Source: an optimization exercise on an open RTL-to-GDS flow (aim: small area and a short achievable clock period). Production flows keep margins and buffers that such runs may drop. In this exercise RTL edits were held to simulation tests only and were not proved equivalent to the original. No activity file was given, so power comes from the tool's default toggle rates.

===== flow/config.mk =====
export PLATFORM = sky130hd
export DESIGN_NAME = cpu
export DESIGN_NICKNAME = cpu
export VERILOG_FILES = /design/flow/design.v
export SDC_FILE = /design/flow/constraint.sdc
export NUM_CORES = 4
export LEC_CHECK = 0
export CAP_MARGIN = 25
export CORE_MARGIN = 2
export CORE_UTILIZATION = 30
export CTS_BUF_LIST = sky130_fd_sc_hd__clkbuf_16
export CTS_CLUSTER_DIAMETER = 85
export CTS_CLUSTER_SIZE = 22
export SETUP_SLACK_MARGIN = 5
export SLEW_MARGIN = 20
export SYNTH_HIERARCHICAL = 1
export TNS_END_PERCENT = 5

===== flow/constraint.sdc =====
create_clock -name core_clock -period 15.0 [get_ports {clk}]
set_input_delay 3.0000 -clock core_clock [delete_from_list [all_inputs] [get_ports {clk}]]
set_output_delay 3.0000 -clock core_clock [all_outputs]
set_load 0.01 [all_outputs]

===== flow/design.v =====
module alu_bsel (rt, imm_x, use_imm, do_sub, bx);
  input  [31:0] rt, imm_x;
  input         use_imm, do_sub;
  output [31:0] bx;
  assign bx = use_imm ? imm_x : (rt ^ {32{do_sub}});
endmodule
module v_mux4 #(parameter W = 32) (d0, d1, d2, d3, s, y);
  input  [W-1:0] d0, d1, d2, d3;
  input    [1:0] s;
  output [W-1:0] y;
  assign y = s[1] ? (s[0] ? d3 : d2) : (s[0] ? d1 : d0);
endmodule
module v_mux2 #(parameter W = 32) (d0, d1, s, y);
  input  [W-1:0] d0, d1;
  input          s;
  output [W-1:0] y;
  assign y = s ? d1 : d0;
endmodule
module v_a22oi #(parameter W = 32) (a1, a2, b1, b2, y);
  input  [W-1:0] a1, a2, b1, b2;
  output [W-1:0] y;
  assign y = ~((a1 & a2) | (b1 & b2));
endmodule
module v_mux2i #(parameter W = 32) (d0, d1, s, y);
  input  [W-1:0] d0, d1;
  input          s;
  output [W-1:0] y;
  assign y = ~(s ? d1 : d0);
endmodule
module v_o22a #(parameter W = 32) (a1, a2, b1, b2, y);
  input  [W-1:0] a1, a2, b1, b2;
  output [W-1:0] y;
  assign y = (a1 | a2) & (b1 | b2);
endmodule
module alu_shift (b, amt, left, arith, sel, shn);
  input  [31:0] b;
  input   [4:0] amt;
  input         left, arith, sel;
  output [31:0] shn;
  wire        fill = arith & b[31];
  wire [31:0] f  = {32{fill}};
  wire [31:0] fn = {32{!fill}};
  wire [31:0] one = 32'hffffffff;
  wire [31:0] r1, r2, r3, r4, r5;
  v_mux2i rm1(.d0(b),  .d1({f[0],     b[31:1]}),   .s(amt[0]), .y(r1));
  v_mux2i rm2(.d0(r1), .d1({fn[1:0],  r1[31:2]}),  .s(amt[1]), .y(r2));
  v_mux2i rm3(.d0(r2), .d1({f[3:0],   r2[31:4]}),  .s(amt[2]), .y(r3));
  v_mux2i rm4(.d0(r3), .d1({fn[7:0],  r3[31:8]}),  .s(amt[3]), .y(r4));
  v_mux2i rm5(.d0(r4), .d1({f[15:0],  r4[31:16]}), .s(amt[4]), .y(r5));
  wire [31:0] l1, l2, l3, l4, l5;
  v_mux2i lm1(.d0(b),  .d1({b[30:0],  1'b0}),       .s(amt[0]), .y(l1));
  v_mux2i lm2(.d0(l1), .d1({l1[29:0], one[1:0]}),   .s(amt[1]), .y(l2));
  v_mux2i lm3(.d0(l2), .d1({l2[27:0], 4'b0}),       .s(amt[2]), .y(l3));
  v_mux2i lm4(.d0(l3), .d1({l3[23:0], one[7:0]}),   .s(amt[3]), .y(l4));
  v_mux2i lm5(.d0(l4), .d1({l4[15:0], 16'b0}),      .s(amt[4]), .y(l5));
  v_o22a o(.a1({32{!(sel & left)}}), .a2(l5), .b1({32{!(sel & !left)}}), .b2(r5), .y(shn));
endmodule
module alu_rest (a, b, sel_and, sel_or, sel_xor, sel_nor,
                 lui_val, sel_lui, pc4, sel_link, rdata, sel_lw, rest_n);
  input  [31:0] a, b, lui_val, pc4, rdata;
  input         sel_and, sel_or, sel_xor, sel_nor, sel_lui, sel_link, sel_lw;
  output [31:0] rest_n;
  assign rest_n = ~(({32{sel_and}} & (a & b)) |
                    ({32{sel_or}}  & (a | b)) |
                    ({32{sel_xor}} & (a ^ b)) |
                    ({32{sel_nor}} & ~(a | b)) |
                    ({32{sel_lui}} & lui_val) |
                    ({32{sel_link}} & pc4) |
                    ({32{sel_lw}} & rdata));
endmodule
module v_o21a #(parameter W = 32) (a1, a2, b1, y);
  input  [W-1:0] a1, a2, b1;
  output [W-1:0] y;
  assign y = (a1 | a2) & b1;
endmodule
module alu_slt_pre (a31, b31, sel_slt, sel_sltu, slt0_n, slt1_n);
  input  a31, b31, sel_slt, sel_sltu;
  output slt0_n, slt1_n;
  assign slt0_n = !(sel_sltu | (sel_slt & ((a31 != b31) ? a31 : 1'b1)));
  assign slt1_n = !(sel_slt & a31 & !b31);
endmodule
module alu (a, a_add, rt, rt_add, rt_sh, imm_ext, use_imm, do_sub, sh_amt, sh_left, sh_arith,
            sel_sum, sel_sh, sel_and, sel_or, sel_xor, sel_nor, sel_slt, sel_sltu,
            lui_val, sel_lui, pc4, sel_link, rdata, sel_lw,
            y, y_int, sum);
  input  [31:0] a, rt, imm_ext;
  input  [31:0] a_add, rt_add;     
  input  [31:0] rt_sh;             
  input         use_imm, do_sub;
  input   [4:0] sh_amt;
  input         sh_left, sh_arith;
  input         sel_sum, sel_sh, sel_and, sel_or, sel_xor, sel_nor, sel_slt, sel_sltu;
  input  [31:0] lui_val, pc4, rdata;
  input         sel_lui, sel_link, sel_lw;
  output [31:0] y;                 
  output [31:0] y_int;             
  output [31:0] sum;
  wire [31:0] b = use_imm ? imm_ext : rt;
  wire [31:0] bx;
  alu_bsel bs(.rt(rt_add), .imm_x(imm_ext ^ {32{do_sub}}), .use_imm(use_imm),
              .do_sub(do_sub), .bx(bx));
  wire cout;
  adder32 add(.a(a_add), .b(bx), .cin(do_sub), .sum(sum), .cout(cout));
  wire [31:0] shn, rest_n, sum_n;
  alu_shift sh(.b(rt_sh), .amt(sh_amt), .left(sh_left), .arith(sh_arith),
               .sel(sel_sh), .shn(shn));
  alu_rest rs(.a(a), .b(b), .sel_and(sel_and), .sel_or(sel_or), .sel_xor(sel_xor),
              .sel_nor(sel_nor), .lui_val(lui_val), .sel_lui(sel_lui),
              .pc4(pc4), .sel_link(sel_link), .rdata(rdata), .sel_lw(sel_lw),
              .rest_n(rest_n));
  wire slt0_n, slt1_n, slt_n;
  alu_slt_pre sl(.a31(a[31]), .b31(b[31]), .sel_slt(sel_slt), .sel_sltu(sel_sltu),
                 .slt0_n(slt0_n), .slt1_n(slt1_n));
  v_o21a #(1) slo(.a1(cout), .a2(slt0_n), .b1(slt1_n), .y(slt_n));
  v_nand2 #(32) gs(.a(sum), .b({32{sel_sum}}), .y(sum_n));
  v_nand3 #(31) yh(.a(sum_n[31:1]), .b(shn[31:1]), .c(rest_n[31:1]), .y(y[31:1]));
  v_nand4 #(1)  yl(.a(sum_n[0]), .b(shn[0]), .c(rest_n[0]), .d(slt_n), .y(y[0]));
  v_nand3 #(31) ih(.a(sum_n[31:1]), .b(shn[31:1]), .c(rest_n[31:1]), .y(y_int[31:1]));
  v_nand4 #(1)  il(.a(sum_n[0]), .b(shn[0]), .c(rest_n[0]), .d(slt_n), .y(y_int[0]));
endmodule
module rdsel (idx, valid, sel);
  input   [4:0] idx;
  input  [31:1] valid;
  output [31:1] sel;
  wire [3:0] lo = 4'b0001 << idx[1:0];
  wire [7:0] hi = 8'b00000001 << idx[4:2];
  genvar k;
  generate
    for (k = 1; k < 32; k = k + 1) begin : s
      assign sel[k] = valid[k] & lo[k % 4] & hi[k / 4];
    end
  endgenerate
endmodule
module rdport (q, sel, y, y_add, y_sh);
  input  [32*31-1:0] q;           
  input      [31:1]  sel;
  output     [31:0]  y, y_add, y_sh;
  wire [31:0] g [0:10];           
  genvar j;
  generate
    for (j = 0; j < 10; j = j + 1) begin : grp
      v_a222oi ao(.a1({32{sel[3*j+1]}}), .b1(q[32*(3*j)   +: 32]),
                  .a2({32{sel[3*j+2]}}), .b2(q[32*(3*j+1) +: 32]),
                  .a3({32{sel[3*j+3]}}), .b3(q[32*(3*j+2) +: 32]),
                  .y(g[j]));
    end
  endgenerate
  v_nand2 last(.a({32{sel[31]}}), .b(q[32*30 +: 32]), .y(g[10]));
  wire [31:0] h0, h1, h2, h3, k0, k1;
  v_nand3 n0(.a(g[0]), .b(g[1]), .c(g[2]), .y(h0));
  v_nand3 n1(.a(g[3]), .b(g[4]), .c(g[5]), .y(h1));
  v_nand3 n2(.a(g[6]), .b(g[7]), .c(g[8]), .y(h2));
  v_nand2 n3(.a(g[9]), .b(g[10]), .y(h3));
  v_nor2  m0(.a(h0), .b(h1), .y(k0));
  v_nor2  m1(.a(h2), .b(h3), .y(k1));
  v_nand2 o(.a(k0), .b(k1), .y(y));
  v_nand2 oa(.a(k0), .b(k1), .y(y_add));
  v_nand2 os(.a(k0), .b(k1), .y(y_sh));
endmodule
module rfnext (wen, nwen, wdata, q, d);
  input         wen, nwen;
  input  [31:0] wdata, q;
  output [31:0] d;
  assign d = ({32{wen}} & wdata) | ({32{nwen}} & q);
endmodule
module adder_g0n (a, b, cin, y);
  input a, b, cin;
  output y;
  assign y = ~((a & b) | ((a | b) & cin));
endmodule
module adder32 (a, b, cin, sum, cout);
  input  [31:0] a, b;
  input         cin;
  output [31:0] sum;
  output        cout;
  wire [31:0] g0n, t0n, gn_raw;
  v_nand2 bg(.a(a), .b(b), .y(gn_raw));
  v_nor2  bt(.a(a), .b(b), .y(t0n));
  wire g00n;
  adder_g0n b0(.a(a[0]), .b(b[0]), .cin(cin), .y(g00n));
  assign g0n = {gn_raw[31:1], g00n};
  wire [31:0] g1, t1;
  v_inv      #(1)  l1f(.a(g0n[0]), .y(g1[0]));
  v_o21ai    #(31) l1g(.a1(t0n[31:1]), .a2(g0n[30:0]), .b1(g0n[31:1]), .y(g1[31:1]));
  v_nor2     #(30) l1t(.a(t0n[31:2]), .b(t0n[30:1]), .y(t1[31:2]));
  assign t1[1:0] = 2'b00;           
  wire [31:0] g2n, t2n;
  v_inv      #(2)  l2f(.a(g1[1:0]), .y(g2n[1:0]));
  v_a21oi    #(30) l2g(.a1(t1[31:2]), .a2(g1[29:0]), .b1(g1[31:2]), .y(g2n[31:2]));
  v_nand2    #(28) l2t(.a(t1[31:4]), .b(t1[29:2]), .y(t2n[31:4]));
  assign t2n[3:0] = 4'hf;           
  wire [31:0] g3, t3;
  v_inv      #(4)  l3f(.a(g2n[3:0]), .y(g3[3:0]));
  v_o21ai    #(28) l3g(.a1(t2n[31:4]), .a2(g2n[27:0]), .b1(g2n[31:4]), .y(g3[31:4]));
  v_nor2     #(24) l3t(.a(t2n[31:8]), .b(t2n[27:4]), .y(t3[31:8]));
  assign t3[7:0] = 8'h00;           
  wire [31:0] g4n, t4n;
  v_inv      #(8)  l4f(.a(g3[7:0]), .y(g4n[7:0]));
  v_a21oi    #(24) l4g(.a1(t3[31:8]), .a2(g3[23:0]), .b1(g3[31:8]), .y(g4n[31:8]));
  v_nand2    #(16) l4t(.a(t3[31:16]), .b(t3[23:8]), .y(t4n[31:16]));
  assign t4n[15:0] = 16'hffff;      
  wire [31:0] g5;
  v_inv      #(16) l5f(.a(g4n[15:0]), .y(g5[15:0]));
  v_o21ai    #(16) l5g(.a1(t4n[31:16]), .a2(g4n[15:0]), .b1(g4n[31:16]), .y(g5[31:16]));
  wire [31:0] p;
  v_xor2 bp(.a(a), .b(b), .y(p));
  v_xor2 bs(.a(p), .b({g5[30:0], cin}), .y(sum));
  assign cout = g5[31];
endmodule
module v_inv #(parameter W = 32) (a, y);
  input  [W-1:0] a;
  output [W-1:0] y;
  assign y = ~a;
endmodule
module v_nand2 #(parameter W = 32) (a, b, y);
  input  [W-1:0] a, b;
  output [W-1:0] y;
  assign y = ~(a & b);
endmodule
module v_nor2 #(parameter W = 32) (a, b, y);
  input  [W-1:0] a, b;
  output [W-1:0] y;
  assign y = ~(a | b);
endmodule
module v_nand3 #(parameter W = 32) (a, b, c, y);
  input  [W-1:0] a, b, c;
  output [W-1:0] y;
  assign y = ~(a & b & c);
endmodule
module v_nand4 #(parameter W = 32) (a, b, c, d, y);
  input  [W-1:0] a, b, c, d;
  output [W-1:0] y;
  assign y = ~(a & b & c & d);
endmodule
module v_or3 #(parameter W = 32) (a, b, c, y);
  input  [W-1:0] a, b, c;
  output [W-1:0] y;
  assign y = a | b | c;
endmodule
module v_xor2 #(parameter W = 32) (a, b, y);
  input  [W-1:0] a, b;
  output [W-1:0] y;
  assign y = a ^ b;
endmodule
module v_a222oi #(parameter W = 32) (a1, b1, a2, b2, a3, b3, y);
  input  [W-1:0] a1, b1, a2, b2, a3, b3;
  output [W-1:0] y;
  assign y = ~((a1 & b1) | (a2 & b2) | (a3 & b3));
endmodule
module v_a21oi #(parameter W = 32) (a1, a2, b1, y);
  input  [W-1:0] a1, a2, b1;
  output [W-1:0] y;
  assign y = ~((a1 & a2) | b1);
endmodule
module v_o21ai #(parameter W = 32) (a1, a2, b1, y);
  input  [W-1:0] a1, a2, b1;
  output [W-1:0] y;
  assign y = ~((a1 | a2) & b1);
endmodule
module cpu (clk, reset,
            o_pc, i_instr,
            o_ram_addr, o_ram_wdata, o_ram_wen, i_ram_rdata,
            o_reg_wen, o_reg_widx, o_reg_wdata
);
  input clk;                     
  input reset;                   
  input  [31:0] i_instr;         
  input  [31:0] i_ram_rdata;     
  output [31:0]        o_pc;     
  output [31:0]  o_ram_addr;     
  output [31:0] o_ram_wdata;     
  output          o_ram_wen;     
  output          o_reg_wen;     
  output [4:0]   o_reg_widx;     
  output [31:0] o_reg_wdata;     
  wire [5:0]  op    = i_instr[31:26];
  wire [4:0]  rs    = i_instr[25:21];
  wire [4:0]  rt    = i_instr[20:16];
  wire [4:0]  rd    = i_instr[15:11];
  wire [4:0]  shamt = i_instr[10:6];
  wire [5:0]  fn    = i_instr[5:0];
  wire [15:0] imm   = i_instr[15:0];
  wire op_r     = (op == 6'b000000);
  wire op_regim = (op == 6'b000001);
  wire op_j     = (op == 6'b000010);
  wire op_jal   = (op == 6'b000011);
  wire op_beq   = (op == 6'b000100);
  wire op_bne   = (op == 6'b000101);
  wire op_blez  = (op == 6'b000110);
  wire op_bgtz  = (op == 6'b000111);
  wire op_addi  = (op[5:1] == 5'b00100);           
  wire op_slti  = (op == 6'b001010);
  wire op_sltiu = (op == 6'b001011);
  wire op_andi  = (op == 6'b001100);
  wire op_ori   = (op == 6'b001101);
  wire op_xori  = (op == 6'b001110);
  wire op_lui   = (op == 6'b001111);
  wire op_lw    = (op == 6'b100011);
  wire op_sw    = (op == 6'b101011);
  wire f_add  = op_r && (fn == 6'b100000 || fn == 6'b100001 || fn == 6'b001000);
  wire f_sub  = op_r && (fn == 6'b100010 || fn == 6'b100011);
  wire f_and  = op_r && (fn == 6'b100100);
  wire f_or   = op_r && (fn == 6'b100101);
  wire f_xor  = op_r && (fn == 6'b100110);
  wire f_nor  = op_r && (fn == 6'b100111);
  wire f_slt  = op_r && (fn == 6'b101010);
  wire f_sltu = op_r && (fn == 6'b101011);
  wire f_sll  = op_r && (fn == 6'b000000 || fn == 6'b000100);
  wire f_srl  = op_r && (fn == 6'b000010 || fn == 6'b000110);
  wire f_sra  = op_r && (fn == 6'b000011 || fn == 6'b000111);
  wire f_jr   = op_r && (fn == 6'b001000 || fn == 6'b001001);
  wire f_jalr = op_r && (fn == 6'b001001);
  wire f_shamt = op_r && (fn == 6'b000000 || fn == 6'b000010 || fn == 6'b000011);
  wire f_other = op_r && !(f_add || f_sub || f_and || f_or || f_xor || f_nor ||
                           f_slt || f_sltu || f_sll || f_srl || f_sra || f_jalr);
  wire link = f_jalr || (op_regim && rt[4]) || op_jal;
  assign o_ram_wen = op_sw;
  assign o_reg_wen = op_r || op_lw || op_addi || op_andi || op_ori || op_xori ||
                     op_slti || op_sltiu || op_lui || op_jal || (op_regim && rt[4]);
  assign o_reg_widx = link ? 5'd31 : (op_r ? rd : rt);
  reg  [31:1]       valid;
  wire [32*31-1:0]  rq;           
  wire [31:0] rs_val, rt_val, rs_add, rt_add, rs_sh, rt_sh, wdata;
  wire [31:1] rs_sel, rt_sel;
  genvar k;
  generate
    for (k = 1; k < 32; k = k + 1) begin : r
      reg  [31:0] data;
      wire [31:0] d;
      wire wen = o_reg_wen && (o_reg_widx == k);
      rfnext nx(.wen(wen), .nwen(!wen), .wdata(wdata), .q(data), .d(d));
      always @(posedge clk)
        data <= d;
      always @(posedge clk or negedge reset)
        if (!reset) valid[k] <= 1'b0;
        else        valid[k] <= valid[k] | wen;
      assign rq[32*(k-1) +: 32] = data;
    end
  endgenerate
  rdsel rs_dec(.idx(rs), .valid(valid), .sel(rs_sel));
  rdsel rt_dec(.idx(rt), .valid(valid), .sel(rt_sel));
  rdport rs_port(.q(rq), .sel(rs_sel), .y(rs_val), .y_add(rs_add), .y_sh(rs_sh));
  rdport rt_port(.q(rq), .sel(rt_sel), .y(rt_val), .y_add(rt_add), .y_sh(rt_sh));
  wire use_imm  = op[5] | op[3];                   
  wire sext     = !(op[3] & op[2]);                
  wire [31:0] imm_ext = {{16{sext & imm[15]}}, imm};
  wire do_sub   = (op_r & fn[1]) | (!op[5] & op[1]);
  wire sel_slt  = f_slt || op_slti;
  wire sel_sltu = f_sltu || op_sltiu;
  wire [4:0] shift_amount = fn[2] ? rs_sh[4:0] : shamt;
  reg  [31:0] pc;
  wire [29:0] pc4_hi = pc[31:2] + 30'd1;
  wire [31:0] pc4 = {pc4_hi, pc[1:0]};
  wire [29:0] br_hi = pc4_hi + {{14{imm[15]}}, imm};
  wire [31:0] br_target = {br_hi, pc[1:0]};
  wire rs_zero = (rs_val == 32'h0);
  wire rs_neg  = rs_val[31];
  wire eq      = (rs_val == rt_val);
  wire taken = (op_beq && eq) || (op_bne && !eq) ||
               (op_regim && (rt[0] ? !rs_neg : rs_neg)) ||
               (op_blez && (rs_neg || rs_zero)) ||
               (op_bgtz && !(rs_neg || rs_zero));
  wire [31:0] pc_next = f_jr ? rs_val :
                        (op_j || op_jal) ? {4'b0000, i_instr[25:0], 2'b00} :
                        taken ? br_target : pc4;
  always @(posedge clk or negedge reset)
    if (!reset) pc <= 32'h00400000;
    else        pc <= pc_next;
  wire [31:0] alu_sum;
  alu alua(.a(rs_val), .a_add(rs_add), .rt(rt_val), .rt_add(rt_add), .rt_sh(rt_sh), .imm_ext(imm_ext), .use_imm(use_imm),
           .do_sub(do_sub), .sh_amt(shift_amount), .sh_left(!fn[1]), .sh_arith(fn[0]),
           .sel_sum(f_add || f_sub || op_addi), .sel_sh(f_sll || f_srl || f_sra),
           .sel_and(f_and || f_other || op_andi), .sel_or(f_or || op_ori),
           .sel_xor(f_xor || op_xori), .sel_nor(f_nor),
           .sel_slt(sel_slt), .sel_sltu(sel_sltu),
           .lui_val({imm, 16'h0000}), .sel_lui(op_lui),
           .pc4(pc4), .sel_link(link), .rdata(i_ram_rdata), .sel_lw(op_lw),
           .y(o_reg_wdata), .y_int(wdata), .sum(alu_sum));
  assign o_pc        = pc;
  assign o_ram_addr  = alu_sum;
  assign o_ram_wdata = rt_val;
endmodule

===== flow/flow/run.sh =====
#!/bin/bash
# The standard layout (standard.sh, with its unchanged synthesis), except
# that the port buffers are sky130_fd_sc_hd__buf_2 instead of the delay cell
# buffer_ports picks by default (timing repair still resizes them as needed).
# Each ORFS step keeps its own full log under orfs/logs/; make's output goes
# to make_finish.log in this folder.
set -euo pipefail
bash standard.sh "BUFFER_PORTS_ARGS=-buffer_cell sky130_fd_sc_hd__buf_2" finish > make_finish.log 2>&1

===== flow/standard.sh =====
#!/bin/bash
# synth_recipe.tcl (not shown) runs the flow's synth.tcl, then flattens the netlist and writes it again
# the make line also repeats each setting of config.mk as NAME=value (left out here)
make -C /OpenROAD-flow-scripts/flow DESIGN_CONFIG=/design/flow/config.mk WORK_HOME=/design/flow/orfs CLKGATE_MAP_FILE= SYNTH_SCRIPT=/design/flow/synth_recipe.tcl "${@:-finish}"

==> report_table.html, run 1 <==
<table>
<tr><th>Metric</th><th>Value</th></tr>
<tr><th colspan="2">Final layout</th></tr>
<tr><td>Fraction of layout instances using a drive strength above 1</td><td>20.7%</td></tr>
<tr><td>P&amp;R area growth vs syn</td><td>15.9%</td></tr>
<tr><td>Fillers</td><td>19.0k</td></tr>
<tr><td>Final-stage net count</td><td>between 6k and 7k</td></tr>
<tr><td>Leading cell type in the layout, fill and taps excluded</td><td>sky130_fd_sc_hd__dfxtp_1</td></tr>
<tr><td>Commonest cells after routing, fill and taps aside</td><td>sky130_fd_sc_hd__dfxtp_1, sky130_fd_sc_hd__a22o_1, sky130_fd_sc_hd__a222oi_1, sky130_fd_sc_hd__nand2_1, sky130_fd_sc_hd__mux2i_1</td></tr>
<tr><th colspan="2">Logic synthesis</th></tr>
<tr><td>Mapped Cells</td><td>5,621</td></tr>
<tr><td>Syn Std Cell Area</td><td>56,700 µm²</td></tr>
<tr><td>Mean cell area of the mapped netlist</td><td>10.1 µm²</td></tr>
<tr><td>Warning count from the yosys run</td><td>8</td></tr>
<tr><th colspan="2">Timing</th></tr>
<tr><td>Final Hold Violating Endpoints</td><td>0</td></tr>
<tr><td>Slew HR</td><td>19.9%</td></tr>
<tr><td>Final period demand of the worst path</td><td>around 10,000 ps</td></tr>
<tr><td>Measured slew at the worst slew-check pin</td><td>around 1200 ps</td></tr>
<tr><td>Sum of negative setup slack</td><td>0 ps</td></tr>
<tr><td>Maximum clock skew at final layout</td><td>72.2 ps</td></tr>
<tr><td>Worst Hold Margin</td><td>488 ps</td></tr>
<tr><td>Number of setup violations in the final report</td><td>0</td></tr>
<tr><td>Final max-slew violation count</td><td>0</td></tr>
<tr><td>Highest achievable clock rate</td><td>0.0977 GHz</td></tr>
<tr><td>Final critical-path share of the clock period</td><td>68.3%</td></tr>
<tr><td>Setup repair after global routing missed its margin</td><td>yes</td></tr>
<tr><th colspan="2">Clocking</th></tr>
<tr><td>Number of clock sinks</td><td>between 1k and 1.5k</td></tr>
<tr><td>Clock tree from TritonCTS</td><td>yes</td></tr>
<tr><td>Post-cts hold buffer count</td><td>0</td></tr>
<tr><td>Number of buffers created by CTS</td><td>59</td></tr>
<tr><td>Clock latency on the worst-skew pair</td><td>between 700 and 800 ps</td></tr>
<tr><td>Clock-pin slew on the worst setup and hold paths</td><td>110 ps</td></tr>
<tr><td>Deepest clock path buffer count</td><td>3</td></tr>
<tr><td>Buffer type at the clock tree root</td><td>sky130_fd_sc_hd__clkbuf_16</td></tr>
<tr><td>Total number of H-tree levels</td><td>2</td></tr>
<tr><th colspan="2">Die</th></tr>
<tr><td>FP Rows</td><td>159</td></tr>
<tr><td>Number of top-level design ports</td><td>201</td></tr>
<tr><td>Die height</td><td>439 µm</td></tr>
<tr><td>Die Footprint</td><td>192,000 µm²</td></tr>
<tr><td>Die extent in x</td><td>between 400 and 500 µm</td></tr>
<tr><td>Placeable core region</td><td>188,000 µm²</td></tr>
<tr><td>Initial Util</td><td>30.2%</td></tr>
<tr><th colspan="2">Critical path</th></tr>
<tr><td>CP Launch Type</td><td>input pin</td></tr>
<tr><td>Data required time at the worst endpoint</td><td>12,000 ps</td></tr>
<tr><td>Critical Path Fanout Max</td><td>16</td></tr>
<tr><td>Type of destination of the critical path</td><td>output pin</td></tr>
<tr><td>Critical path type</td><td>in -&gt; out</td></tr>
<tr><td>Arrival time at the worst endpoint</td><td>7240 ps</td></tr>
<tr><th colspan="2">Status</th></tr>
<tr><td>Outcome</td><td>timing/DRC/antenna clean</td></tr>
<tr><th colspan="2">Power and ir drop</th></tr>
<tr><td>Worst-case vdd ir drop</td><td>between 0.00009 and 0.0001 V</td></tr>
<tr><td>Power density relative to cell area</td><td>93.4 nW/µm²</td></tr>
<tr><td>Overall power consumption</td><td>6.14 mW</td></tr>
<tr><td>Leakage dissipation</td><td>~27 nW</td></tr>
<tr><th colspan="2">Place</th></tr>
<tr><td>Number of port buffers</td><td>200</td></tr>
<tr><td>Final HPWL from detailed placement</td><td>182 mm</td></tr>
<tr><td>Final weighted congestion in routability-driven placement</td><td>1.02</td></tr>
<tr><th colspan="2">Detailed routing</th></tr>
<tr><td>Post-route ant nets</td><td>0</td></tr>
<tr><td>Total number of vias</td><td>57.1k</td></tr>
<tr><td>Pre-antenna DRT Iters</td><td>22</td></tr>
<tr><td>Vias per cell</td><td>6.77</td></tr>
<tr><td>Post-DR wirelength/cell</td><td>33.8 µm</td></tr>
<tr><td>Number of remaining DRC errors</td><td>0</td></tr>
<tr><td>DR iter-0 viols</td><td>13.2k</td></tr>
<tr><td>Drt total wl</td><td>285 mm</td></tr>
<tr><th colspan="2">GRT</th></tr>
<tr><td>Global-route usage over all layers</td><td>a little over a quarter</td></tr>
<tr><td>Largest net degree at the start of global routing</td><td>65</td></tr>
<tr><td>Remaining Overflow, GRT</td><td>0</td></tr>
<tr><td>Via count of the first global-routing pass</td><td>51.2k</td></tr>
<tr><td>Number of antenna violations at the first check in global routing</td><td>6</td></tr>
<tr><td>Wire length of the first global-routing pass</td><td>386 mm</td></tr>
<tr><th colspan="2">Worst hold path</th></tr>
<tr><td>Class of the worst hold path</td><td>reg -&gt; reg</td></tr>
<tr><th colspan="2">Job</th></tr>
<tr><td>Max cap viols</td><td>0</td></tr>
</table>
==> final cells by class <==
cell class | count | area (µm²) | share of cell area [%]
multi-input combinational | 4181 | 34600 | 52.6
antenna | 2 | 5.00 | 0.00762
clock inverter | 21 | 265 | 0.404
sequential | 1055 | 21400 | 32.6
tap | 2495 | 3120 | 4.75
inverter | 141 | 529 | 0.805
timing repair buffer | 478 | 4290 | 6.53
clock buffer | 59 | 1480 | 2.25
==> where the power goes <==
group / internal [mW] / switching, mW / leakage [nW]
combinational: 0.472 / 0.813 / 17.2
clock: 0.751 / 1.05 / 0.869
sequential: 2.93 / 0.126 / 8.78
total: 4.15 / 1.99 / 26.9
==> path summary, 6_finish.rpt <==
check,from,to,slack [ps],cells past startpoint
min,valid[9],valid[9],490,1
min in group asynchronous,reset,pc[4],2290,1
max,i_instr[16],o_reg_wdata[5],4760,17
min reg2reg,valid[9],valid[9],490,1
max reg2reg,valid[13],pc[12],8730,16
max in group asynchronous,reset,valid[20],11620,2
==> routing by layer <==
| layer | track usage [%] | up-vias | routed length (µm) | part of all wire (%) |
|---|---|---|---|---|
| met5 | 0 | - | 7 | 0.0025 |
| met4 | 16.2 | 2 | 21400 | 7.5 |
| met3 | 7.34 | 956 | 38200 | 13 |
| met2 | 39.5 | 4723 | 118000 | 41 |
| met1 | 35.7 | 28000 | 108000 | 38 |
| li1 | - | 23400 | - | - |
==> stage by stage <==
step / cell area (µm²) / cells / util [%] / worst slack, ps
floorplan: 56800 / 5665 / - / 5390
global placement: 59300 / 8223 / 31.6 / 3560
detailed placement: 59600 / 8238 / 31.7 / 3540
CTS: 63200 / 8371 / 33.7 / 4940
global route: 65700 / 8430 / 35.0 / 4860
finish: 65700 / 8432 / 35.0 / 4760
==> critical path: stages <==
cell	delay [ps]
sky130_fd_sc_hd__buf_12	130
sky130_fd_sc_hd__nor2b_1	220
sky130_fd_sc_hd__and3_4	260
sky130_fd_sc_hd__clkbuf_16	210
sky130_fd_sc_hd__a222oi_1	360
sky130_fd_sc_hd__nand3_1	300
sky130_fd_sc_hd__nor2_4	340
sky130_fd_sc_hd__buf_4	170
sky130_fd_sc_hd__nand2_1	310
sky130_fd_sc_hd__mux2i_2	370
sky130_fd_sc_hd__mux2i_1	170
sky130_fd_sc_hd__mux2i_1	310
sky130_fd_sc_hd__mux2i_1	190
sky130_fd_sc_hd__mux2i_1	310
sky130_fd_sc_hd__o22a_1	250
sky130_fd_sc_hd__nand3_1	130
sky130_fd_sc_hd__buf_2	180
==> flip-flops by register name, summed over array words and instances, names as in the netlist <==
name and cells:
r.data 992, pc 32, valid 31
==> timing repair <==
item,CTS,global route
pin swaps,101,212
gates resized for setup,375,393
gates cloned,6,16
setup buffers,47,34
setup endpoints to repair,63,59
==> run 2: changes to the inputs <==
--- a/flow/config.mk
+++ b/flow/config.mk
@@ -12,4 +12,5 @@
 export CTS_CLUSTER_DIAMETER = 85
 export CTS_CLUSTER_SIZE = 22
+export PLACE_DENSITY = 0.7
 export SETUP_SLACK_MARGIN = 5
 export SLEW_MARGIN = 20
==> run 2 against run 1 <==
Net effect:
- still clean on timing, DRC and antenna
- combinational power about the same
- non-clock buffer count up 12
- synthesized cell count unchanged
- synthesized area unchanged
- final area up 0.41%
- largest power group unchanged
- worst setup slack better by 51 ps
- clock-buffer cell count down 1
- first-iteration DRC count up 10%
- register-to-register slack better by 530 ps
- core utilization up 0.14 points
==> report_table.html, run 2 <==
<table>
<tr><th>Metric</th><th>Value</th></tr>
<tr><th colspan="2">Critical path</th></tr>
<tr><td>Arrival time at the worst endpoint</td><td>7190 ps (-50 ps)</td></tr>
<tr><td>Startpoint of the lowest-slack register-to-register path</td><td>valid[17]</td></tr>
<tr><td>Type of destination of the critical path</td><td>output pin</td></tr>
<tr><td>Data required time at the worst endpoint</td><td>12,000 ps (about the same)</td></tr>
<tr><td>Critical path type</td><td>in -&gt; out</td></tr>
<tr><td>Critical Path Fanout Max</td><td>16 (unchanged)</td></tr>
<tr><td>Launch point of the critical path</td><td>i_instr[20]</td></tr>
<tr><td>CP Launch Type</td><td>input pin</td></tr>
<tr><th colspan="2">Die</th></tr>
<tr><td>Initial Util</td><td>30.2% (unchanged)</td></tr>
<tr><td>Die Footprint</td><td>192,000 µm² (unchanged)</td></tr>
<tr><td>FP Rows</td><td>159 (unchanged)</td></tr>
<tr><td>Die height</td><td>439 µm (unchanged)</td></tr>
<tr><td>Die extent in x</td><td>439 µm (unchanged)</td></tr>
<tr><td>Placeable core region</td><td>188,000 µm² (unchanged)</td></tr>
<tr><td>Number of top-level design ports</td><td>201 (unchanged)</td></tr>
<tr><th colspan="2">Timing</th></tr>
<tr><td>Measured slew at the worst slew-check pin</td><td>1220 ps (+26.4 ps)</td></tr>
<tr><td>Setup repair after global routing missed its margin</td><td>yes</td></tr>
<tr><td>Maximum clock skew at final layout</td><td>43.0 ps (-29.2 ps)</td></tr>
<tr><td>Worst Hold Margin</td><td>495 ps (+7.23 ps)</td></tr>
<tr><td>Final critical-path share of the clock period</td><td>67.9% (-0.34 points)</td></tr>
<tr><td>Slew HR</td><td>18.7% (-1.1 points)</td></tr>
<tr><td>Number of setup violations in the final report</td><td>0 (unchanged)</td></tr>
<tr><td>Highest achievable clock rate</td><td>0.0982 GHz (+0.50%)</td></tr>
<tr><td>Sum of negative setup slack</td><td>0 ps (unchanged)</td></tr>
<tr><td>Final max-slew violation count</td><td>0 (unchanged)</td></tr>
<tr><td>Final Hold Violating Endpoints</td><td>0 (unchanged)</td></tr>
<tr><td>Final period demand of the worst path</td><td>10,190 ps (-51.3 ps)</td></tr>
<tr><th colspan="2">Logic synthesis</th></tr>
<tr><td>Warning count from the yosys run</td><td>8 (unchanged)</td></tr>
<tr><td>Syn Std Cell Area</td><td>56,700 µm² (unchanged)</td></tr>
<tr><td>Mapped Cells</td><td>5,621 (unchanged)</td></tr>
<tr><td>Mean cell area of the mapped netlist</td><td>10.1 µm² (unchanged)</td></tr>
<tr><th colspan="2">Worst hold path</th></tr>
<tr><td>Worst min-delay path startpoint</td><td>valid[26]</td></tr>
<tr><td>Class of the worst hold path</td><td>reg -&gt; reg</td></tr>
<tr><th colspan="2">Final layout</th></tr>
<tr><td>Number of flip-flops in the largest register</td><td>992 (unchanged)</td></tr>
<tr><td>Final-stage net count</td><td>6,089 (+0.20%)</td></tr>
<tr><td>P&amp;R area growth vs syn</td><td>16.4%</td></tr>
<tr><td>Fraction of layout instances using a drive strength above 1</td><td>21.1% (+0.44 points)</td></tr>
<tr><td>Leading cell type in the layout, fill and taps excluded</td><td>sky130_fd_sc_hd__dfxtp_1</td></tr>
<tr><td>Largest registers</td><td>r.data x992, pc x32, valid x31</td></tr>
<tr><td>Commonest cells after routing, fill and taps aside</td><td>sky130_fd_sc_hd__dfxtp_1, sky130_fd_sc_hd__a22o_1, sky130_fd_sc_hd__a222oi_1, sky130_fd_sc_hd__nand2_1, sky130_fd_sc_hd__mux2i_1</td></tr>
<tr><td>Register with the highest flop count</td><td>r.data</td></tr>
<tr><th colspan="2">Clocking</th></tr>
<tr><td>Buffer type at the clock tree root</td><td>sky130_fd_sc_hd__clkbuf_16</td></tr>
<tr><td>Deepest clock path buffer count</td><td>3 (unchanged)</td></tr>
<tr><td>Post-cts hold buffer count</td><td>0 (unchanged)</td></tr>
<tr><td>Clock latency on the worst-skew pair</td><td>740 ps (about the same)</td></tr>
<tr><td>Clock-pin slew on the worst setup and hold paths</td><td>90 ps (-20 ps)</td></tr>
<tr><td>Number of clock sinks</td><td>1,055 (unchanged)</td></tr>
<tr><td>Number of buffers created by CTS</td><td>58 (-1.7%)</td></tr>
<tr><td>Total number of H-tree levels</td><td>2 (unchanged)</td></tr>
<tr><td>Clock tree from TritonCTS</td><td>yes</td></tr>
<tr><th colspan="2">Detailed routing</th></tr>
<tr><td>Drt total wl</td><td>278 mm (-2.6%)</td></tr>
<tr><td>Number of remaining DRC errors</td><td>0 (unchanged)</td></tr>
<tr><td>Vias per cell</td><td>6.91 (+2.1%)</td></tr>
<tr><td>Pre-antenna DRT Iters</td><td>14 (-36%)</td></tr>
<tr><td>Post-route ant nets</td><td>0 (unchanged)</td></tr>
<tr><td>Post-DR wirelength/cell</td><td>32.9 µm (-2.7%)</td></tr>
<tr><td>DR iter-0 viols</td><td>14.6k (+10%)</td></tr>
<tr><td>Total number of vias</td><td>58.4k (+2.3%)</td></tr>
<tr><th colspan="2">GRT</th></tr>
<tr><td>Wire length of the first global-routing pass</td><td>381 mm (-1.4%)</td></tr>
<tr><td>Global-route usage over all layers</td><td>26.4% (-0.71 points)</td></tr>
<tr><td>Remaining Overflow, GRT</td><td>0 (unchanged)</td></tr>
<tr><td>Via count of the first global-routing pass</td><td>52.4k (+2.5%)</td></tr>
<tr><td>Largest net degree at the start of global routing</td><td>65 (unchanged)</td></tr>
<tr><td>Number of antenna violations at the first check in global routing</td><td>7 (+1)</td></tr>
<tr><th colspan="2">Place</th></tr>
<tr><td>Final HPWL from detailed placement</td><td>174 mm (-4.6%)</td></tr>
<tr><td>Final weighted congestion in routability-driven placement</td><td>1.09 (+6.3%)</td></tr>
<tr><td>Number of port buffers</td><td>200 (unchanged)</td></tr>
<tr><th colspan="2">Status</th></tr>
<tr><td>Outcome</td><td>timing/DRC/antenna clean</td></tr>
<tr><th colspan="2">Power and ir drop</th></tr>
<tr><td>Worst-case vdd ir drop</td><td>0.000100 V (+1.6%)</td></tr>
<tr><td>Leakage dissipation</td><td>27.0 nW (+0.32%)</td></tr>
<tr><td>Power density relative to cell area</td><td>93.2 nW/µm² (-0.23%)</td></tr>
<tr><th colspan="2">Job</th></tr>
<tr><td>Max cap viols</td><td>0 (unchanged)</td></tr>
</table>
run 2: final timing paths:
path	end	slack [ps]	cells after the start
worst max-delay path	o_reg_wdata[1]	4810	17
worst min-delay path	valid[26]	500	1
worst max register to register	pc[13]	9260	15
worst min register to register	valid[26]	500	1
max in group asynchronous	valid[23]	11640	2
min in group asynchronous	pc[14]	2210	1
run 2: cell type report:
type,count,area [µm²]
fill,18700,122000
multi-input combinational,4182,35000
sequential,1055,21400
timing repair buffer,490,4140
tap,2495,3120
clock buffer,58,1450
inverter,141,529
clock inverter,19,248
antenna,7,17.5
run 2: critical path: stages:
cell and delay (ps):
sky130_fd_sc_hd__buf_8 130, sky130_fd_sc_hd__and3b_2 260, sky130_fd_sc_hd__and3_4 240, sky130_fd_sc_hd__clkbuf_16 200
sky130_fd_sc_hd__a222oi_1 420, sky130_fd_sc_hd__nand3_2 250, sky130_fd_sc_hd__nor2_4 350, sky130_fd_sc_hd__buf_4 190
sky130_fd_sc_hd__nand2_1 300, sky130_fd_sc_hd__mux2i_1 320, sky130_fd_sc_hd__mux2i_1 140, sky130_fd_sc_hd__mux2i_1 250
sky130_fd_sc_hd__mux2i_1 190, sky130_fd_sc_hd__mux2i_1 330, sky130_fd_sc_hd__o22a_1 240, sky130_fd_sc_hd__nand3_1 150
sky130_fd_sc_hd__buf_2 180
run 2: where the power goes:
group	switching [mW]	total (mW)	internal, mW	leakage, nW
combinational	0.847	1.32	0.478	17.4
clock	1.02	1.77	0.749	0.842
sequential	0.129	3.06	2.93	8.78
run 2: routing by layer:
metal  vias to the layer above  global-route usage (%)  share of wire [%]
met5                         -                       0             0.0083
met4                         4                    18.3                9.1
met3                      1257                    9.11                 15
met2                      5438                    37.7                 40
met1                     28200                    33.2                 35
li1                      23400                       -                  -
run 2: repair_timing:
action                                  CTS  global route
resized for setup                       325           487
pin swaps                                77           265
cloned                                    7            11
buffers inserted                         30            71
endpoints found under the setup margin   63            63
run 2: stage by stage:
| step | cell area (µm²) | worst slack, ps | instances | util (%) | total power, mW |
|---|---|---|---|---|---|
| after detailed placement | 59400 | 3540 | 8234 | 31.7 | 4.27 |
| after global routing | 66000 | 4870 | 8440 | 35.1 | 6.31 |
| after floorplan | 56800 | 5390 | 5665 | - | 3.85 |
| after CTS | 62800 | 4900 | 8348 | 33.4 | 6.00 |
| after global placement | 59300 | 3680 | 8225 | 31.6 | 4.26 |
| final | 66000 | 4810 | 8447 | 35.1 | 6.15 |
==> run 3: changes to the inputs <==
--- a/flow/design.v
+++ b/flow/design.v
@@ -49,14 +49,20 @@
   v_mux2i rm5(.d0(r4), .d1({f[15:0],  r4[31:16]}), .s(amt[4]), .y(r5));
   wire [31:0] l1, l2, l3, l4, l5;
-  v_mux2i lm1(.d0(b),  .d1({b[30:0],  1'b0}),       .s(amt[0]), .y(l1));
-  v_mux2i lm2(.d0(l1), .d1({l1[29:0], one[1:0]}),   .s(amt[1]), .y(l2));
-  v_mux2i lm3(.d0(l2), .d1({l2[27:0], 4'b0}),       .s(amt[2]), .y(l3));
-  v_mux2i lm4(.d0(l3), .d1({l3[23:0], one[7:0]}),   .s(amt[3]), .y(l4));
-  v_mux2i lm5(.d0(l4), .d1({l4[15:0], 16'b0}),      .s(amt[4]), .y(l5));
+  v_mux2i #(31) lm1(.d0(b[31:1]),  .d1(b[30:0]),   .s(amt[0]), .y(l1[31:1]));
+  v_nand2 #(1)  lc1(.a(b[0]),      .b(!amt[0]),    .y(l1[0]));
+  v_mux2i #(30) lm2(.d0(l1[31:2]), .d1(l1[29:0]),  .s(amt[1]), .y(l2[31:2]));
+  v_nor2  #(2)  lc2(.a(l1[1:0]),   .b({2{amt[1]}}), .y(l2[1:0]));
+  v_mux2i #(28) lm3(.d0(l2[31:4]), .d1(l2[27:0]),  .s(amt[2]), .y(l3[31:4]));
+  v_nand2 #(4)  lc3(.a(l2[3:0]),   .b({4{!amt[2]}}), .y(l3[3:0]));
+  v_mux2i #(24) lm4(.d0(l3[31:8]), .d1(l3[23:0]),  .s(amt[3]), .y(l4[31:8]));
+  v_nor2  #(8)  lc4(.a(l3[7:0]),   .b({8{amt[3]}}), .y(l4[7:0]));
+  v_mux2i #(16) lm5(.d0(l4[31:16]), .d1(l4[15:0]), .s(amt[4]), .y(l5[31:16]));
+  v_nand2 #(16) lc5(.a(l4[15:0]),  .b({16{!amt[4]}}), .y(l5[15:0]));
   v_o22a o(.a1({32{!(sel & left)}}), .a2(l5), .b1({32{!(sel & !left)}}), .b2(r5), .y(shn));
 endmodule
 module alu_rest (a, b, sel_and, sel_or, sel_xor, sel_nor,
-                 lui_val, sel_lui, pc4, sel_link, rdata, sel_lw, rest_n);
-  input  [31:0] a, b, lui_val, pc4, rdata;
+                 imm, sel_lui, pc4, sel_link, rdata, sel_lw, rest_n);
+  input  [31:0] a, b, pc4, rdata;
+  input  [15:0] imm;                   
   input         sel_and, sel_or, sel_xor, sel_nor, sel_lui, sel_link, sel_lw;
   output [31:0] rest_n;
@@ -65,5 +71,5 @@
                     ({32{sel_xor}} & (a ^ b)) |
                     ({32{sel_nor}} & ~(a | b)) |
-                    ({32{sel_lui}} & lui_val) |
+                    ({32{sel_lui}} & {imm, 16'h0000}) |
                     ({32{sel_link}} & pc4) |
                     ({32{sel_lw}} & rdata));
@@ -80,5 +86,5 @@
   assign slt1_n = !(sel_slt & a31 & !b31);
 endmodule
-module alu (a, a_add, rt, rt_add, rt_sh, imm_ext, use_imm, do_sub, sh_amt, sh_left, sh_arith,
+module alu (a, a_add, rt, rt_add, imm_ext, use_imm, do_sub, sh_amt, sh_left, sh_arith,
             sel_sum, sel_sh, sel_and, sel_or, sel_xor, sel_nor, sel_slt, sel_sltu,
             lui_val, sel_lui, pc4, sel_link, rdata, sel_lw,
@@ -86,5 +92,4 @@
   input  [31:0] a, rt, imm_ext;
   input  [31:0] a_add, rt_add;     
-  input  [31:0] rt_sh;             
   input         use_imm, do_sub;
   input   [4:0] sh_amt;
@@ -103,8 +108,8 @@
   adder32 add(.a(a_add), .b(bx), .cin(do_sub), .sum(sum), .cout(cout));
   wire [31:0] shn, rest_n, sum_n;
-  alu_shift sh(.b(rt_sh), .amt(sh_amt), .left(sh_left), .arith(sh_arith),
+  alu_shift sh(.b(rt), .amt(sh_amt), .left(sh_left), .arith(sh_arith),
                .sel(sel_sh), .shn(shn));
   alu_rest rs(.a(a), .b(b), .sel_and(sel_and), .sel_or(sel_or), .sel_xor(sel_xor),
-              .sel_nor(sel_nor), .lui_val(lui_val), .sel_lui(sel_lui),
+              .sel_nor(sel_nor), .imm(lui_val[31:16]), .sel_lui(sel_lui),
               .pc4(pc4), .sel_link(sel_link), .rdata(rdata), .sel_lw(sel_lw),
               .rest_n(rest_n));
@@ -132,8 +137,8 @@
   endgenerate
 endmodule
-module rdport (q, sel, y, y_add, y_sh);
+module rdport (q, sel, y, y_add);
   input  [32*31-1:0] q;           
   input      [31:1]  sel;
-  output     [31:0]  y, y_add, y_sh;
+  output     [31:0]  y, y_add;
   wire [31:0] g [0:10];           
   genvar j;
@@ -156,5 +161,4 @@
   v_nand2 o(.a(k0), .b(k1), .y(y));
   v_nand2 oa(.a(k0), .b(k1), .y(y_add));
-  v_nand2 os(.a(k0), .b(k1), .y(y_sh));
 endmodule
 module rfnext (wen, nwen, wdata, q, d);
@@ -321,5 +325,5 @@
   reg  [31:1]       valid;
   wire [32*31-1:0]  rq;           
-  wire [31:0] rs_val, rt_val, rs_add, rt_add, rs_sh, rt_sh, wdata;
+  wire [31:0] rs_val, rt_val, rs_add, rt_add, wdata;
   wire [31:1] rs_sel, rt_sel;
   genvar k;
@@ -340,6 +344,6 @@
   rdsel rs_dec(.idx(rs), .valid(valid), .sel(rs_sel));
   rdsel rt_dec(.idx(rt), .valid(valid), .sel(rt_sel));
-  rdport rs_port(.q(rq), .sel(rs_sel), .y(rs_val), .y_add(rs_add), .y_sh(rs_sh));
-  rdport rt_port(.q(rq), .sel(rt_sel), .y(rt_val), .y_add(rt_add), .y_sh(rt_sh));
+  rdport rs_port(.q(rq), .sel(rs_sel), .y(rs_val), .y_add(rs_add));
+  rdport rt_port(.q(rq), .sel(rt_sel), .y(rt_val), .y_add(rt_add));
   wire use_imm  = op[5] | op[3];                   
   wire sext     = !(op[3] & op[2]);                
@@ -348,5 +352,5 @@
   wire sel_slt  = f_slt || op_slti;
   wire sel_sltu = f_sltu || op_sltiu;
-  wire [4:0] shift_amount = fn[2] ? rs_sh[4:0] : shamt;
+  wire [4:0] shift_amount = fn[2] ? rs_val[4:0] : shamt;
   reg  [31:0] pc;
   wire [29:0] pc4_hi = pc[31:2] + 30'd1;
@@ -368,5 +372,5 @@
     else        pc <= pc_next;
   wire [31:0] alu_sum;
-  alu alua(.a(rs_val), .a_add(rs_add), .rt(rt_val), .rt_add(rt_add), .rt_sh(rt_sh), .imm_ext(imm_ext), .use_imm(use_imm),
+  alu alua(.a(rs_val), .a_add(rs_add), .rt(rt_val), .rt_add(rt_add), .imm_ext(imm_ext), .use_imm(use_imm),
            .do_sub(do_sub), .sh_amt(shift_amount), .sh_left(!fn[1]), .sh_arith(fn[0]),
            .sel_sum(f_add || f_sub || op_addi), .sel_sh(f_sll || f_srl || f_sra),
--- a/flow/config.mk
+++ b/flow/config.mk
@@ -12,5 +12,4 @@
 export CTS_CLUSTER_DIAMETER = 85
 export CTS_CLUSTER_SIZE = 22
-export PLACE_DENSITY = 0.7
 export SETUP_SLACK_MARGIN = 5
 export SLEW_MARGIN = 20
==> run 3 against run 2 <==
Net effect:
- routed wire length about the same
- first-iteration DRC count decreased by 14%
- hold slack lost 3.1 ps
- non-clock buffer count is 38 lower
- core utilization decreased by 0.24 points
- worst setup slack improved by 61 ps
- flip-flop and latch count unchanged
- register-to-register slack worse by 290 ps
- still clean
- final area shrank 1.6%
- clock power about the same
- synthesized area fell by 0.69%
- via count is 3.2% lower
==> report_table.html, run 3 <==
<table>
<tr><th>Metric</th><th>Value</th></tr>
<tr><th colspan="2">Critical path</th></tr>
<tr><td>Data required time at the worst endpoint</td><td>12,000 ps (about the same)</td></tr>
<tr><td>Arrival time at the worst endpoint</td><td>7130 ps (-60 ps)</td></tr>
<tr><td>CP Launch Type</td><td>input pin</td></tr>
<tr><td>Type of destination of the critical path</td><td>output pin</td></tr>
<tr><td>Critical Path Fanout Max</td><td>32 (+16)</td></tr>
<tr><td>Critical path type</td><td>in -&gt; out</td></tr>
<tr><th colspan="2">Die</th></tr>
<tr><td>Die Footprint</td><td>191,000 µm² (-0.68%)</td></tr>
<tr><td>Initial Util</td><td>30.3% (+0.079 points)</td></tr>
<tr><td>Placeable core region</td><td>186,000 µm² (-0.94%)</td></tr>
<tr><td>FP Rows</td><td>158 (-0.63%)</td></tr>
<tr><td>Die height</td><td>437 µm (-0.34%)</td></tr>
<tr><td>Number of top-level design ports</td><td>201 (unchanged)</td></tr>
<tr><td>Die extent in x</td><td>437 µm (-0.34%)</td></tr>
<tr><th colspan="2">Final layout</th></tr>
<tr><td>Register Area</td><td>21,400 µm² (unchanged)</td></tr>
<tr><td>Combined area of the multi-input logic cells</td><td>34,200 µm² (-2.4%)</td></tr>
<tr><td>Cell Count, Final, Fillers Out</td><td>8,299 (-1.8%)</td></tr>
<tr><td>Largest registers</td><td>r.data x992, pc x32, valid x31</td></tr>
<tr><td>P&amp;R area growth vs syn</td><td>15.3%</td></tr>
<tr><td>Fillers</td><td>18.6k (-0.45%)</td></tr>
<tr><td>Summed area of non-filler cells in the final layout</td><td>64,900 µm² (-1.6%)</td></tr>
<tr><td>Utilization after layout</td><td>34.9% (-0.24 points)</td></tr>
<tr><td>Fraction of layout instances using a drive strength above 1</td><td>20.4% (-0.71 points)</td></tr>
<tr><td>Commonest cells after routing, fill and taps aside</td><td>sky130_fd_sc_hd__dfxtp_1, sky130_fd_sc_hd__a22o_1, sky130_fd_sc_hd__a222oi_1, sky130_fd_sc_hd__nand2_1, sky130_fd_sc_hd__mux2i_1</td></tr>
<tr><td>Leading cell type in the layout, fill and taps excluded</td><td>sky130_fd_sc_hd__dfxtp_1</td></tr>
<tr><td>Final-stage net count</td><td>5,962 (-2.1%)</td></tr>
<tr><td>Register with the highest flop count</td><td>r.data</td></tr>
<tr><td>Number of flip-flops in the largest register</td><td>992 (unchanged)</td></tr>
<tr><th colspan="2">Power and ir drop</th></tr>
<tr><td>Part of the power in the clock network</td><td>29.1% (+0.4 points)</td></tr>
<tr><td>P_int</td><td>4.14 mW (-0.41%)</td></tr>
<tr><td>Leakage dissipation</td><td>26.3 nW (-2.5%)</td></tr>
<tr><td>Power spent charging and discharging nets</td><td>1.98 mW (-0.71%)</td></tr>
<tr><td>Worst-case vdd ir drop</td><td>0.000106 V (+5.6%)</td></tr>
<tr><td>Power density relative to cell area</td><td>94.3 nW/µm² (+1.1%)</td></tr>
<tr><td>Combinational group share of total power</td><td>21.1% (-0.4 points)</td></tr>
<tr><td>Overall power consumption</td><td>6.12 mW (-0.51%)</td></tr>
<tr><td>Switching Share</td><td>32.4% (-0.066 points)</td></tr>
<tr><td>Sequential Power Share</td><td>49.8% (about the same)</td></tr>
<tr><th colspan="2">Place</th></tr>
<tr><td>Instance area at placement</td><td>59,000 µm² (-0.68%)</td></tr>
<tr><td>Number of port buffers</td><td>200 (unchanged)</td></tr>
<tr><td>Cell count after placement</td><td>8,121 (-1.4%)</td></tr>
<tr><td>Worst setup slack before clock tree synthesis</td><td>3540 ps (-0.230 ps)</td></tr>
<tr><td>Final weighted congestion in routability-driven placement</td><td>1.00 (-7.6%)</td></tr>
<tr><td>Final HPWL from detailed placement</td><td>173 mm (-0.75%)</td></tr>
<tr><th colspan="2">Detailed routing</th></tr>
<tr><td>Highest layer used for signal routing</td><td>met5</td></tr>
<tr><td>Routed metal-1 wire length</td><td>104 mm (+5.8%)</td></tr>
<tr><td>Drt total wl</td><td>278 mm (about the same)</td></tr>
<tr><td>Pre-antenna DRT Iters</td><td>14 (unchanged)</td></tr>
<tr><td>Post-route ant nets</td><td>0 (unchanged)</td></tr>
<tr><td>DR iter-0 viols</td><td>12.5k (-14%)</td></tr>
<tr><td>Wire length on met2</td><td>114 mm (+2.2%)</td></tr>
<tr><td>Total number of vias</td><td>56.5k (-3.2%)</td></tr>
<tr><td>Post-DR wirelength/cell</td><td>33.5 µm (+1.8%)</td></tr>
<tr><td>Number of remaining DRC errors</td><td>0 (unchanged)</td></tr>
<tr><td>Vias per cell</td><td>6.81 (-1.5%)</td></tr>
<tr><td>Detailed-routed wire length on met3</td><td>39.6 mm (-6.4%)</td></tr>
<tr><th colspan="2">Clocking</th></tr>
<tr><td>Clock tree from TritonCTS</td><td>yes</td></tr>
<tr><td>Buffer type at the clock tree root</td><td>sky130_fd_sc_hd__clkbuf_16</td></tr>
<tr><td>Clock-pin slew on the worst setup and hold paths</td><td>90 ps (about the same)</td></tr>
<tr><td>Total number of H-tree levels</td><td>2 (unchanged)</td></tr>
<tr><td>Number of buffers created by CTS</td><td>58 (unchanged)</td></tr>
<tr><td>Number of clock sinks</td><td>1,055 (unchanged)</td></tr>
<tr><td>Clock latency on the worst-skew pair</td><td>760 ps (+20 ps)</td></tr>
<tr><td>Post-cts hold buffer count</td><td>0 (unchanged)</td></tr>
<tr><td>Deepest clock path buffer count</td><td>3 (unchanged)</td></tr>
<tr><th colspan="2">Worst hold path</th></tr>
<tr><td>Class of the worst hold path</td><td>reg -&gt; reg</td></tr>
<tr><th colspan="2">Timing</th></tr>
<tr><td>Worst Hold Margin</td><td>492 ps (-3.15 ps)</td></tr>
<tr><td>Final max-slew violation count</td><td>0 (unchanged)</td></tr>
<tr><td>Number of setup violations in the final report</td><td>0 (unchanged)</td></tr>
<tr><td>Highest achievable clock rate</td><td>0.0988 GHz (+0.60%)</td></tr>
<tr><td>Slew HR</td><td>29.0% (+10 points)</td></tr>
<tr><td>Setup repair after global routing missed its margin</td><td>yes</td></tr>
<tr><td>Sum of negative setup slack</td><td>0 ps (unchanged)</td></tr>
<tr><td>Final Hold Violating Endpoints</td><td>0 (unchanged)</td></tr>
<tr><td>Measured slew at the worst slew-check pin</td><td>1070 ps (-154 ps)</td></tr>
<tr><td>Final setup margin</td><td>4870 ps (+61.1 ps)</td></tr>
<tr><td>Final critical-path share of the clock period</td><td>67.5% (-0.41 points)</td></tr>
<tr><td>Maximum clock skew at final layout</td><td>70.9 ps (+27.9 ps)</td></tr>
<tr><td>Final period demand of the worst path</td><td>10,130 ps (-61.1 ps)</td></tr>
<tr><th colspan="2">Status</th></tr>
<tr><td>Outcome</td><td>timing/DRC/antenna clean</td></tr>
<tr><th colspan="2">Logic synthesis</th></tr>
<tr><td>Warning count from the yosys run</td><td>8 (unchanged)</td></tr>
<tr><td>Mean cell area of the mapped netlist</td><td>10.1 µm² (+0.31%)</td></tr>
<tr><td>Mapped Cells</td><td>5,565 (-1.0%)</td></tr>
<tr><td>Syn Std Cell Area</td><td>56,300 µm² (-0.69%)</td></tr>
<tr><th colspan="2">GRT</th></tr>
<tr><td>Number of antenna violations at the first check in global routing</td><td>6 (-1)</td></tr>
<tr><td>Via count of the first global-routing pass</td><td>51.5k (-1.8%)</td></tr>
<tr><td>Global-route usage over all layers</td><td>26.9% (+0.53 points)</td></tr>
<tr><td>Largest net degree at the start of global routing</td><td>64 (-1.5%)</td></tr>
<tr><td>Remaining Overflow, GRT</td><td>0 (unchanged)</td></tr>
<tr><td>Wire length of the first global-routing pass</td><td>383 mm (+0.57%)</td></tr>
<tr><th colspan="2">Job</th></tr>
<tr><td>Max cap viols</td><td>0 (unchanged)</td></tr>
</table>
==> run 3: cell types whose count changed in the layout (fill, tap and decap cells not counted), sizes merged, moves of 16 or more <==
cell,change
xnor2,-25
nand2,-21
buf,-38
conb,-47
a222oi,-16
mux2i,-28
nor3,-16
a22oi,+19
xor2,+32
==> run 3: routing by layer <==
layer	up-vias	global-route usage [%]
met5	-	0
met4	6	14.7
met3	875	8.53
met2	4662	39.4
met1	27900	35.0
li1	23100	-
==> run 3: worst max-delay path, cell delays in order <==
cell,delay [ps]
sky130_fd_sc_hd__clkbuf_4,190
sky130_fd_sc_hd__and3b_2,280
sky130_fd_sc_hd__and3_1,190
sky130_fd_sc_hd__buf_4,300
sky130_fd_sc_hd__a222oi_1,360
sky130_fd_sc_hd__nand3_1,260
sky130_fd_sc_hd__nor2_2,490
sky130_fd_sc_hd__nand2_1,260
sky130_fd_sc_hd__nor2_4,260
sky130_fd_sc_hd__o21ai_4,120
sky130_fd_sc_hd__a21oi_4,220
sky130_fd_sc_hd__o21ai_4,130
sky130_fd_sc_hd__a21oi_4,200
sky130_fd_sc_hd__inv_1,100
sky130_fd_sc_hd__xor2_2,250
sky130_fd_sc_hd__nand2_1,130
sky130_fd_sc_hd__nand3_1,190
sky130_fd_sc_hd__buf_2,160
==> run 3: final cells by class <==
class | count | share of cell area (%)
Clock buffer | 58 | 2.24
Timing Repair Buffer | 452 | 6.07
Tap cell | 2480 | 4.78
Inverter | 144 | 0.842
Multi-Input combinational cell | 4090 | 52.7
Clock inverter | 19 | 0.374
Antenna cell | 1 | 0.00385
Sequential cell | 1055 | 33.0
==> run 3: path summary, 6_finish.rpt <==
path / startpoint / to / slack [ps] / depth (start not counted)
max: i_instr[22] / o_reg_wdata[14] / 4870 / 18
min: valid[9] / valid[9] / 490 / 1
max reg2reg: valid[10] / pc[31] / 8970 / 15
min reg2reg: valid[9] / valid[9] / 490 / 1
max in group asynchronous: reset / valid[24] / 11800 / 2
min in group asynchronous: reset / pc[8] / 2490 / 2
==> run 3: timing repair <==
item                       CTS  global route
buffers inserted            27            43
setup endpoints to repair   64            59
cloned                      11             8
pin swaps                  121           193
gates resized for setup    346           375
==> run 3: power by group through the flow <==
stage               sequential (mW)  clock [mW]  combinational [mW]
floorplan                      3.09           0               0.758
global placement               3.10           0                1.13
detailed placement             3.10           0                1.15
CTS                            3.04        1.78                1.19
global route                   3.06        1.88                1.35
finish                         3.05        1.78                1.29
==> run 4: changes to the inputs <==
--- a/flow/config.mk
+++ b/flow/config.mk
@@ -10,6 +10,6 @@
 export CORE_UTILIZATION = 30
 export CTS_BUF_LIST = sky130_fd_sc_hd__clkbuf_16
-export CTS_CLUSTER_DIAMETER = 85
-export CTS_CLUSTER_SIZE = 22
+export CTS_CLUSTER_DIAMETER = 90
+export CTS_CLUSTER_SIZE = 25
 export SETUP_SLACK_MARGIN = 5
 export SLEW_MARGIN = 20
==> run 4 against run 3 <==
Net effect:
- clock-buffer cell count fell by 5
- die area did not move
- synthesized cell count did not move
- largest cell class unchanged
- critical endpoint is now o_reg_wdata[29]
- hold slack improved by 4.6 ps
- critical path type unchanged
- fmax fell by 0.11%
- still clean
- highest routed layer unchanged
- synthesized area did not move
- clock skew fell by 4.4 ps
- power fell by 1.0%
- cell count rose by 0.17%
- non-clock buffer count rose by 15
- global-route usage barely moved
- via count rose by 0.53%
==> report_table.html, run 4 <==
<table>
<tr><th>Metric</th><th>Value</th></tr>
<tr><th colspan="2">Final layout</th></tr>
<tr><td>Fillers</td><td>18.5k (-0.15%)</td></tr>
<tr><td>Cell Count, Final, Fillers Out</td><td>8,313 (+0.17%)</td></tr>
<tr><td>Utilization after layout</td><td>35.0% (+0.14 points)</td></tr>
<tr><td>Commonest cells after routing, fill and taps aside</td><td>sky130_fd_sc_hd__dfxtp_1, sky130_fd_sc_hd__a22o_1, sky130_fd_sc_hd__a222oi_1, sky130_fd_sc_hd__nand2_1, sky130_fd_sc_hd__mux2i_1</td></tr>
<tr><td>Combined area of the multi-input logic cells</td><td>34,300 µm² (+0.22%)</td></tr>
<tr><td>Number of flip-flops in the largest register</td><td>992 (unchanged)</td></tr>
<tr><td>Summed area of non-filler cells in the final layout</td><td>65,200 µm² (+0.39%)</td></tr>
<tr><td>Final-stage net count</td><td>5,973 (+0.18%)</td></tr>
<tr><td>Leading cell type in the layout, fill and taps excluded</td><td>sky130_fd_sc_hd__dfxtp_1</td></tr>
<tr><th colspan="2">GRT</th></tr>
<tr><td>Number of antenna violations at the first check in global routing</td><td>9 (+3)</td></tr>
<tr><td>Via count of the first global-routing pass</td><td>51.6k (+0.28%)</td></tr>
<tr><td>Global-route usage over all layers</td><td>26.9% (about the same)</td></tr>
<tr><th colspan="2">Status</th></tr>
<tr><td>Outcome</td><td>timing/DRC/antenna clean</td></tr>
<tr><th colspan="2">Power and ir drop</th></tr>
<tr><td>Worst-case vdd ir drop</td><td>0.000129 V (+22%)</td></tr>
<tr><td>Overall power consumption</td><td>6.06 mW (-1.0%)</td></tr>
<tr><td>Power density relative to cell area</td><td>92.9 nW/µm² (-1.4%)</td></tr>
<tr><td>Leakage dissipation</td><td>26.4 nW (+0.28%)</td></tr>
<tr><th colspan="2">Logic synthesis</th></tr>
<tr><td>Mapped Cells</td><td>5,565 (unchanged)</td></tr>
<tr><td>Syn Std Cell Area</td><td>56,300 µm² (unchanged)</td></tr>
<tr><td>Warning count from the yosys run</td><td>8 (unchanged)</td></tr>
<tr><th colspan="2">Timing</th></tr>
<tr><td>Slew HR</td><td>29.4% (+0.44 points)</td></tr>
<tr><td>Measured slew at the worst slew-check pin</td><td>1060 ps (-6.57 ps)</td></tr>
<tr><td>Sum of negative setup slack</td><td>0 ps (unchanged)</td></tr>
<tr><td>Final period demand of the worst path</td><td>10,140 ps (+11.3 ps)</td></tr>
<tr><td>Final max-slew violation count</td><td>0 (unchanged)</td></tr>
<tr><td>Maximum clock skew at final layout</td><td>66.5 ps (-4.37 ps)</td></tr>
<tr><td>Highest achievable clock rate</td><td>0.0986 GHz (-0.11%)</td></tr>
<tr><td>Setup repair after global routing missed its margin</td><td>yes</td></tr>
<tr><th colspan="2">Place</th></tr>
<tr><td>Final weighted congestion in routability-driven placement</td><td>1.00 (unchanged)</td></tr>
<tr><td>Final HPWL from detailed placement</td><td>173 mm (unchanged)</td></tr>
<tr><td>Instance area at placement</td><td>59,000 µm² (unchanged)</td></tr>
<tr><th colspan="2">Critical path</th></tr>
<tr><td>Arrival time at the worst endpoint</td><td>7140 ps (about the same)</td></tr>
<tr><td>Maximum cell stage delay along the critical path</td><td>500 ps (about the same)</td></tr>
<tr><td>Critical path type</td><td>in -&gt; out</td></tr>
<tr><td>Master of the slowest instance on the critical path</td><td>sky130_fd_sc_hd__a222oi_1</td></tr>
<tr><td>Type of destination of the critical path</td><td>output pin</td></tr>
<tr><td>CP Launch Type</td><td>input pin</td></tr>
<tr><th colspan="2">Clocking</th></tr>
<tr><td>Clock tree from TritonCTS</td><td>yes</td></tr>
<tr><td>Total number of H-tree levels</td><td>2 (unchanged)</td></tr>
<tr><td>Number of clock sinks</td><td>1,055 (unchanged)</td></tr>
<tr><td>Clock-pin slew on the worst setup and hold paths</td><td>100 ps (about the same)</td></tr>
<tr><th colspan="2">Die</th></tr>
<tr><td>Number of top-level design ports</td><td>201 (unchanged)</td></tr>
<tr><td>FP Rows</td><td>158 (unchanged)</td></tr>
<tr><td>Die extent in x</td><td>437 µm (unchanged)</td></tr>
<tr><td>Initial Util</td><td>30.3% (unchanged)</td></tr>
<tr><td>Placeable core region</td><td>186,000 µm² (unchanged)</td></tr>
<tr><th colspan="2">Detailed routing</th></tr>
<tr><td>DR iter-0 viols</td><td>12.9k (+3.0%)</td></tr>
<tr><td>Post-DR wirelength/cell</td><td>33.7 µm (+0.67%)</td></tr>
<tr><th colspan="2">Job</th></tr>
<tr><td>Max cap viols</td><td>0 (unchanged)</td></tr>
</table>
## run 4: metal layers
metal | wire [µm] | GRT usage [%]
met1 | 104000 | 34.8
met2 | 115000 | 39.4
met3 | 40800 | 8.47
met4 | 19200 | 15.1
met5 | 412 | 0
## run 4: final cells by class
cell class | instances | area share, %
clock buffers | 53 | 2.04
flip-flops and latches | 1055 | 32.9
diodes | 4 | 0.0154
well taps | 2480 | 4.76
inverters | 144 | 0.839
multi-input cells | 4091 | 52.6
repair buffers | 467 | 6.45
clock inverters | 19 | 0.426
## run 4: stage by stage
stage          hold WS (ps)  setup slack, ps
3_3_place_gp            460             3570
6_report                497             4860
2_1_floorplan           439             5470
3_5_place_dp            465             3540
4_1_cts                 492             4930
5_1_grt                 518             4870
## run 4: path summary, 6_finish.rpt
| check | start | endpoint | slack, ps | depth (start not counted) |
|---|---|---|---|---|
| worst max-delay path | i_instr[17] | o_reg_wdata[29] | 4860 | 20 |
| worst min-delay path | valid[20] | valid[20] | 500 | 1 |
| worst max register to register | valid[16] | pc[31] | 9040 | 15 |
| worst min register to register | valid[20] | valid[20] | 500 | 1 |
| max in group asynchronous | reset | valid[21] | 11810 | 2 |
| min in group asynchronous | reset | pc[8] | 2500 | 2 |
## run 4: critical path, delay by kind of cell
family,cells,cell delay (ps)
AOI/OAI and AO/OA,5,1350
xor gates and xnor gates,2,490
buffers and inverters,3,510
and+or+nand+nor,10,1740
## run 4: timing repair
item,in CTS,in global routing
cloned,10,15
buffers inserted,24,56
gates resized for setup,325,432
endpoints found under the setup margin,64,60
hold buffers,0,0
hold endpoints to repair,0,0
pin swaps,112,209
## run 4: power breakdown
group	switching [mW]	total [mW]	internal [mW]
logic	0.812	1.29	0.480
clock network	1.03	1.72	0.684
registers	0.123	3.05	2.92
total	1.97	6.06	4.09

==> re-timing with driven ports <==
Ports are ideal in the flow. The routed layouts listed here were re-timed in OpenROAD. Step 1 sets driving cells, clkbuf_16 on the clock port and buf_2 on the other inputs (assumed; they add their load-dependent delay and slew). Step 2 also shifts input and output timing later by t, the mid clock arrival at the registers, as if the neighbouring blocks saw the same clock. Three values: ideal, step 1, step 2; two values: the first two.
run | shift t [ns] | setup slack, ns | cell pins on the clock port's net
run 1 | 0.795 | 4.761 / 4.706 / 4.706 | 1
run 2 | 0.797 | 4.812 / 4.749 / 4.749 | 1
run 3 | 0.803 | 4.874 / 4.844 / 4.844 | 1
run 4 | 0.788 | 4.862 / 4.827 / 4.827 | 1
After both steps setup and hold are still met in every run listed. The setup slack of run 2, which loses most, moves by -0.063 ns with the drivers and by -0.063 ns with both steps.
